Background: an optimization exercise with open tools, aiming at small area and a short achievable clock period. Do not read the settings as production practice. Only simulation tests tie the RTL to the original design; equivalence was not proved.

## flow/design.v (module list and top-level ports; edited modules follow where they fit)
// module full_add: 10 lines
// module half_add: 9 lines
// module half_add1: 9 lines
// module x2: 3 lines
// module xn2: 3 lines
// module an2: 3 lines
// module or2: 3 lines
// module inv1: 3 lines
// module maj: 3 lines
// module aoi_cell: 3 lines
// module oai_cell: 3 lines
// module nand_cell: 3 lines
// module nor_cell: 3 lines
// module fa_fast: 6 lines
// module ha_fast: 4 lines
// module booth_enc: 12 lines
// module booth_pp: 10 lines
// module booth_ppn: 10 lines
// module booth8_enc: 20 lines
// module booth8_pp: 14 lines
// module booth8_ppn: 14 lines
// module multiply: 3919 lines
module multiply(
    input wire clk,
    input wire resetn,
    input wire[31:0] A,
    input wire[31:0] B,
    input wire sign,
    output wire[63:0] result
);
  // ...
==> flow/flow/run.sh <==
#!/bin/bash
# Own layout flow: the standard synthesis, then every combinational cell set to
# its smallest drive strength (registers untouched), then the standard layout,
# whose repair steps size cells up again where timing needs it.
set -euo pipefail
here=$(pwd)
res=$here/orfs/results/$FLOW_PLATFORM/multiply/base
bash standard.sh synth > $here/log_synth.txt 2>&1
cp $res/1_2_yosys.v $here/1_2_yosys.orig.v
python3 $here/flow/downsize.py $FLOW_HOME/platforms/$FLOW_PLATFORM/lib/sky130_fd_sc_hd__tt_025C_1v80.lib \
    $here/1_2_yosys.orig.v $res/1_2_yosys.v > $here/log_downsize.txt 2>&1
# make the netlist newer than its sources so only the later steps rerun
touch $res/1_2_yosys.v $res/1_2_yosys.sdc
bash standard.sh "BUFFER_PORTS_ARGS=-buffer_cell sky130_fd_sc_hd__buf_1" finish > $here/log_layout.txt 2>&1
==> flow/flow/downsize.py <==
#!/usr/bin/env python3
"""Set each combinational cell of a mapped netlist to the smallest drive strength
of its kind that the library has (registers and special cells untouched)."""
import re, sys
lib, src, dst = sys.argv[1:4]
cells = set(re.findall(r'cell\s*\(\s*"?(sky130_fd_sc_hd__\w+)"?\s*\)', open(lib).read()))
keep = re.compile(r'sky130_fd_sc_hd__(df|edf|sdf|sedf|dl|conb|clk|tap|fill|decap|diode|probe|lpflow)')
text = open(src).read()
count = {}
def repl(m):
    name = m.group(0)
    if keep.match(name):
        return name
    mm = re.match(r'(sky130_fd_sc_hd__\w+?)_(\d+)$', name)
    if not mm:
        return name
    base, size = mm.group(1), int(mm.group(2))
    for s in (1,):
        cand = f"{base}_{s}"
        if s < size and cand in cells:
            count[name] = count.get(name, 0) + 1
            return cand
    return name
out = re.sub(r'sky130_fd_sc_hd__\w+', repl, text)
open(dst, 'w').write(out)
for k, v in sorted(count.items(), key=lambda x: -x[1]):
    print(k, v)
==> flow/standard.sh <==
#!/bin/bash
# synth_recipe.tcl (not shown) runs the flow's synth.tcl, then flattens the netlist and writes it again
# the make line also repeats each setting of config.mk as NAME=value (left out here)
make -C /OpenROAD-flow-scripts/flow DESIGN_CONFIG=/design/flow/config.mk WORK_HOME=/design/flow/orfs CLKGATE_MAP_FILE= SYNTH_SCRIPT=/design/flow/synth_recipe.tcl "${@:-finish}"
==> flow/config.mk <==
export PLATFORM = sky130hd
export DESIGN_NAME = multiply
export DESIGN_NICKNAME = multiply
export VERILOG_FILES = /design/flow/design.v
export SDC_FILE = /design/flow/constraint.sdc
export NUM_CORES = 4
export LEC_CHECK = 0
export CAP_MARGIN = 20
export CORE_MARGIN = 2
export CORE_UTILIZATION = 45
export PLACE_DENSITY = 0.6
export SETUP_SLACK_MARGIN = 0.5
export SLEW_MARGIN = 20
export SYNTH_HIERARCHICAL = 1
==> flow/constraint.sdc <==
create_clock -name core_clock -period 6.5 [get_ports {clk}]
set_input_delay 1.3000 -clock core_clock [delete_from_list [all_inputs] [get_ports {clk}]]
set_output_delay 1.3000 -clock core_clock [all_outputs]
set_load 0.01 [all_outputs]
==> impl_results.md, run 1 <==
- Status: finished clean
- FILL cells: approximately 5700
- Clk_buf instances: 17
- Max Cap Viol: 0
- Setup crit end: result[61]
- Vias in the first global route: 25358
- Share of layout cells above drive strength 1: about 6.5%
- Max incr delay on CP: 0.46 ns
- DP Cell Count: 3903
- Antenna Nets Post-Route: 0
- Fraction of area in registers: about 11%
- Stages on worst setup path: 13
- Crit path max-delay family: compound AO/OA/AOI/OAI gates
- Placed Area: 30400 um^2
- Sequential cell count: 166
- Die area: ~64000 um^2
- Crit path max fanout: 7
- Routed wl met2: between 40 and 50 mm
- Gpl congestion: around 0.9
- DP Wirelength: 73.4 mm
- Hold EP: rup[144]
- Final setup fails: 0
- CP Capture Type: output pin
==> run 2, diff against run 1 <==
--- a/flow/config.mk
+++ b/flow/config.mk
@@ -10,5 +10,4 @@
 export CORE_UTILIZATION = 45
 export PLACE_DENSITY = 0.6
-export SETUP_SLACK_MARGIN = 0.5
 export SLEW_MARGIN = 20
 export SYNTH_HIERARCHICAL = 1
==> run 2 against run 1 <==
  * Area after synthesis unchanged
  * Utilization unchanged
  * Routed wire length unchanged
  * Die area unchanged
  * Sequential share of layout area unchanged
  * Non-clock buffer count unchanged
  * Worst setup slack unchanged
  * Critical path depth unchanged
  * Synthesized cell count unchanged
  * First-iteration DRC count unchanged
  * Sequential cell count unchanged
  * Largest cell class unchanged
==> impl_results.md, run 2 <==
- Crit path required time: 5.20 ns (about the same)
- WP data arrival: 3.92 ns (about the same)
- Vias in the first global route: 25358 (unchanged)
- Pre-CTS setup slack: 0.918 ns (unchanged)
- Core area: 61400 um^2 (unchanged)
- Avg Inst Size Synth: 9.64 um^2 (unchanged)
- DP Cell Count: 3903 (unchanged)
- Max incr delay on CP: 0.46 ns (about the same)
- Most frequent cells in the layout: 568 x xnor2_1, 545 x a22oi_1, 398 x xor2_1 (unchanged)
- Top Registers: rup x151, rlo x15 (unchanged)
- Crit path max fanout: 7 (unchanged)
- Clk root buf: clkbuf_16 (unchanged)
- Die area: 63700 um^2 (unchanged)
- Period utilisation layout: 80.3% (unchanged)
- Actual slew at the worst max-slew pin: 1.29 ns (unchanged)
- Max Cap Viol: 0 (unchanged)
- Fin cells: 3935 (unchanged)
- Via count: 24601 (unchanged)
- CTS tree: yes (unchanged)
- Largest net degree at the start of global routing: 36 (unchanged)
- CP dominant cell by count: xor2_1 (unchanged)
- Per-cell routed wire length: 25.4 um (unchanged)
- Worst rel slew slack: 13.9% (unchanged)
- Initial antenna violation count: 0 (unchanged)
- Post-CTS sizing: 0 (unchanged)
- Total GRT Usage: 31.5% (unchanged)
- Clk sinks: 166 (unchanged)
- Die height: 252 um (unchanged)
- RSZ-0062 raised after global routing: no (unchanged)
- Initial Util: 45.3% (unchanged)
- H-tree depth: 4 (unchanged)
- Hold Path Class: input pin to flop (unchanged)
- Antenna fix cells: 0 (unchanged)
- Final worst setup slack: 1.28 ns (unchanged)
- # rows: 91 (unchanged)
- Final min period: 5.22 ns (unchanged)
- Startpoint Class: flop (unchanged)
- 1st-iter DRT viols: 2868 (unchanged)
- CP cell instances: xor2_1 > xor2_1 > xor2_1 > a21oi_1 > inv_1 > inv_1 > o21ai_1 > a21oi_1 > o21ai_1 > inv_1 > o21ai_1 > xor2_1 > buf_1 (unchanged)
- Gpl congestion: 0.897 (unchanged)
- Crit path max-delay family: compound AO/OA/AOI/OAI gates (unchanged)
- Slowest stage cell on the critical path: o21ai_1 (unchanged)
- Reg with most FFs: rup (unchanged)
- Global-route wire length before repair: 153 mm (unchanged)
- Fin nets: 3573 (unchanged)
- Setup TNS after final layout: 0 ns (unchanged)
- Vias/cell: 6.25 (unchanged)
- Final hold viol count: 0 (unchanged)
- CTS Hold Bufs: 0 (unchanged)
- Post-CTS setup buffers: 0 (unchanged)
- Clock-pin slew on the worst setup and hold paths: 0.08 ns (about the same)
- Syn. warnings: 7 (unchanged)
- Num CTS Buffers: 17 (unchanged)
- Drt pass-1 iters: 7 (unchanged)
- Overall routed net length: 99.8 mm (unchanged)
- Mapped Area: 27800 um^2 (unchanged)
- Share of layout cells above drive strength 1: 6.49% (unchanged)
- Setup Crit Path Kind: flop to output pin (unchanged)
- Final setup fails: 0 (unchanged)
- Placed Area: 30400 um^2 (unchanged)
- Final core occ: 50.5% (unchanged)
- Count of pins over their slew limit: 0 (unchanged)
- Fmax: 0.192 GHz (unchanged)
- Max reg flops: 151 (unchanged)
- Buf/Inv on CP: 4 (unchanged)
- Port Buffer Count: 129 (unchanged)
- Total congestion overflow: 0 (unchanged)
- Hold WS: 1.36 ns (unchanged)
- Die width: 252 um (unchanged)
- CP Capture Type: output pin (unchanged)
- Commonest non-fill, non-tap cell in the layout: xnor2_1 (unchanged)
- Post-synthesis cell count: 2880 (unchanged)
- Area delta synth->final: 11.6% (unchanged)
- Clock buffer depth: 2 (unchanged)
- Drt drc: 0 (unchanged)
- Cell area after layout: 31000 um^2 (unchanged)
- Status: finished clean (unchanged)
- Boundary Pins: 131 (unchanged)
- DP Wirelength: 73.4 mm (unchanged)
- Antenna Nets Post-Route: 0 (unchanged)
## run 2: worst paths after layout
kind	start	cells after the start	to
max	rup[0]	13	result[61]
min	B[31]	3	rup[144]
## run 2: worst min-delay path, cell delays in order
cell and delay [ns]:
clkbuf_2 0.09, buf_4 0.24, xnor2_1 0.18
## run 2: final cells by class
| cell class | instances | area [um^2] |
|---|---|---|
| Fill cell | 5726 | 30400 |
| Timing Repair Buffer | 248 | 1400 |
| Inverter | 29 | 109 |
| Tap cell | 790 | 988 |
| Clock buffer | 17 | 425 |
| Multi-Input combinational cell | 2670 | 24600 |
| Sequential cell | 166 | 3320 |
| Clock inverter | 15 | 199 |
## run 2: routing by layer
layer  wire, um  GRT usage (%)  vias to the layer above
met5         41          0.541                        -
met4       3630           12.5                        2
met3       9610           5.81                      267
met2      45100           49.9                     1388
met1      41400           42.3                    12213
li1           -              -                    10731
==> run 3, diff against run 2 <==
--- a/flow/config.mk
+++ b/flow/config.mk
@@ -10,4 +10,5 @@
 export CORE_UTILIZATION = 45
 export PLACE_DENSITY = 0.6
+export SETUP_SLACK_MARGIN = 1.75
 export SLEW_MARGIN = 20
 export SYNTH_HIERARCHICAL = 1
==> run 3 against run 2 <==
  * Still clean
  * Utilization grew 1.4 points
  * Cell area grew 2.7%
  * Non-clock buffer count grew 8
  * Fmax grew 11%
  * Die area is the same
  * Sequential cell count is the same
  * Sequential share of layout area shrank 0.28 points
  * Via count grew 1.8%
  * Final cell count grew 0.36%
  * Largest cell class unchanged
==> impl_results.md, run 3 <==
- WP data arrival: 5.08 ns (was 3.92 ns)
- Fin cells: 3949 (was 3935)
- Area delta synth->final: 14.6% (was 11.6%)
- Die height: 252 um (unchanged)
- Max reg flops: 151 (unchanged)
- Overall routed net length: 105 mm (was 99.8 mm)
- DP Wirelength: 72.7 mm (was 73.4 mm)
- Syn. warnings: 7 (unchanged)
- Most frequent cells in the layout: 567 x xnor2_1, 541 x a22oi_1, 367 x xor2_1 (was 568 x xnor2_1, 545 x a22oi_1, 398 x xor2_1)
- RSZ-0062 raised after global routing: yes (was no)
- DP Cell Count: 3884 (was 3903)
- Final worst setup slack: 1.79 ns (was 1.28 ns)
- Setup TNS after final layout: 0 ns (unchanged)
- Global-route wire length before repair: 156 mm (was 153 mm)
- Pre-CTS setup slack: 0.898 ns (was 0.918 ns)
- Period utilisation layout: 72.5% (was 80.3%)
- Vias in the first global route: 25896 (was 25358)
- Largest net degree at the start of global routing: 38 (was 36)
- Setup Crit Path Kind: input pin to flop (was flop to output pin)
- FILL cells: 5762 (was 5726)
- Initial Util: 45.3% (unchanged)
- Status: finished clean (unchanged)
- Via count: 25043 (was 24601)
- Hold WS: 1.35 ns (was 1.36 ns)
- Avg Inst Size Synth: 9.64 um^2 (unchanged)
- Count of pins over their slew limit: 0 (unchanged)
- Placed Area: 30400 um^2 (about the same)
- Reg with most FFs: rup (unchanged)
- Die area: 63700 um^2 (unchanged)
- CTS tree: yes (unchanged)
- Fin nets: 3587 (was 3573)
- Total congestion overflow: 0 (unchanged)
- Die width: 252 um (unchanged)
- Total GRT Usage: 32.4% (was 31.5%)
- Crit path max fanout: 23 (was 7)
- CP Capture Type: flop (was output pin)
- Top Registers: rup x151, rlo x15 (unchanged)
- Fmax: 0.212 GHz (was 0.192 GHz)
- Max Cap Viol: 0 (unchanged)
- Final min period: 4.71 ns (was 5.22 ns)
- Boundary Pins: 131 (unchanged)
- Antenna fix cells: 0 (unchanged)
- Crit path required time: 6.87 ns (was 5.20 ns)
- 1st-iter DRT viols: 2556 (was 2868)
- Clock-pin slew on the worst setup and hold paths: 0.08 ns (about the same)
- Vias/cell: 6.34 (was 6.25)
- Post-synthesis cell count: 2880 (unchanged)
- Drt drc: 0 (unchanged)
- Antenna Nets Post-Route: 0 (unchanged)
- Worst rel slew slack: 21.7% (was 13.9%)
- # rows: 91 (unchanged)
- Mapped Area: 27800 um^2 (unchanged)
- Clock buffer depth: 2 (unchanged)
- Core area: 61400 um^2 (unchanged)
- Actual slew at the worst max-slew pin: 1.18 ns (was 1.29 ns)
- Cell area after layout: 31800 um^2 (was 31000 um^2)
- Clk sinks: 166 (unchanged)
- Initial antenna violation count: 2 (was 0)
- Hold Path Class: input pin to flop (unchanged)
- Final setup fails: 0 (unchanged)
- Clk root buf: clkbuf_16 (unchanged)
- Commonest non-fill, non-tap cell in the layout: xnor2_1 (unchanged)
- Final core occ: 51.9% (was 50.5%)
- Share of layout cells above drive strength 1: 9.15% (was 6.49%)
- Per-cell routed wire length: 26.6 um (was 25.4 um)
- Num CTS Buffers: 17 (unchanged)
- Drt pass-1 iters: 7 (unchanged)
- Startpoint Class: input pin (was flop)
- H-tree depth: 4 (unchanged)
- Port Buffer Count: 129 (unchanged)
- Gpl congestion: 0.909 (was 0.897)
- Final hold viol count: 0 (unchanged)
[run 3: changes by cell type in the layout (fill, tap and decap cells not counted), sizes merged, moves of 3 or more]
cell,change
buf,+4
clkbuf,+4
clkinv,-3
o22ai,+3
xor2,+3
[run 3: final timing paths]
path | from | end | depth (start not counted)
hold / removal | B[1] | rlo[0] | 3
setup / recovery | B[5] | rlo[14] | 14
[run 3: layout make-up]
type                            instances  area, um^2  area share [%]
Multi-Input combinational cell       2676       25200            79.1
Sequential cell                       166        3320            10.4
Timing Repair Buffer                  256        1600            5.03
Tap cell                              790         988            3.10
Clock buffer                           17         425            1.34
Clock inverter                         15         204           0.641
Inverter                               29         111           0.350
[run 3: metal layers]
layer | share of wire (%) | GRT usage, % | up-vias | routed length (um)
met1 | 39 | 41.6 | 12377 | 41400
met5 | 0.026 | 0 | - | 27
met4 | 3.8 | 13.6 | 4 | 4020
met3 | 11 | 8.24 | 317 | 11700
met2 | 46 | 51.9 | 1598 | 48000
li1 | - | - | 10747 | -
[run 3: critical path: stages]
cell and delay [ns]:
clkbuf_4 0.33, buf_8 0.32, o22ai_4 0.17, buf_4 0.19, a22oi_1 0.21, xnor2_1 0.18
fa_1 0.49, fa_1 0.51, fa_1 0.55, ha_4 0.23, a21o_1 0.18, a21o_1 0.17
a21oi_1 0.14, o21ai_0 0.09
[run 3: what timing repair did]
action | CTS | global route
pin swaps | 5 | 19
buffers inserted | 5 | 22
resized for setup | 27 | 71
cloned | 3 | 3
endpoints found under the setup margin | 63 | 64
hold buffers | 0 | 0

-- static timing again, ports no longer ideal --
How much do the figures lean on ideal ports? The routed layouts below were timed once more, with nothing changed but the port constraints. Step 1, drivers: a clkbuf_16 drives clk and a buf_2 each remaining input, both assumed. Step 2 times the ports against the registers' clock, not the clock port: input delays grow and output delays shrink by t, the midpoint of the rising clock arrivals with the driver on. Slacks: ideal / step 1 / step 2; pairs: ideal / step 1.
| run | shift t [ns] | slack for setup (ns) | hold WS [ns] |
|---|---|---|---|
| run 1 | 0.547 | 1.281 / 1.219 / 0.833 | 1.364 / 1.330 / 1.712 |
| run 2 | 0.547 | 1.281 / 1.219 / 0.833 | 1.364 / 1.330 / 1.712 |
| run 3 | 0.546 | 1.788 / 1.811 / 1.277 | 1.351 / 1.327 / 1.717 |
After both steps every run listed still meets setup and hold. The setup slack of run 3, which loses most, moves by +0.023 ns with the drivers and by -0.511 ns with both steps.
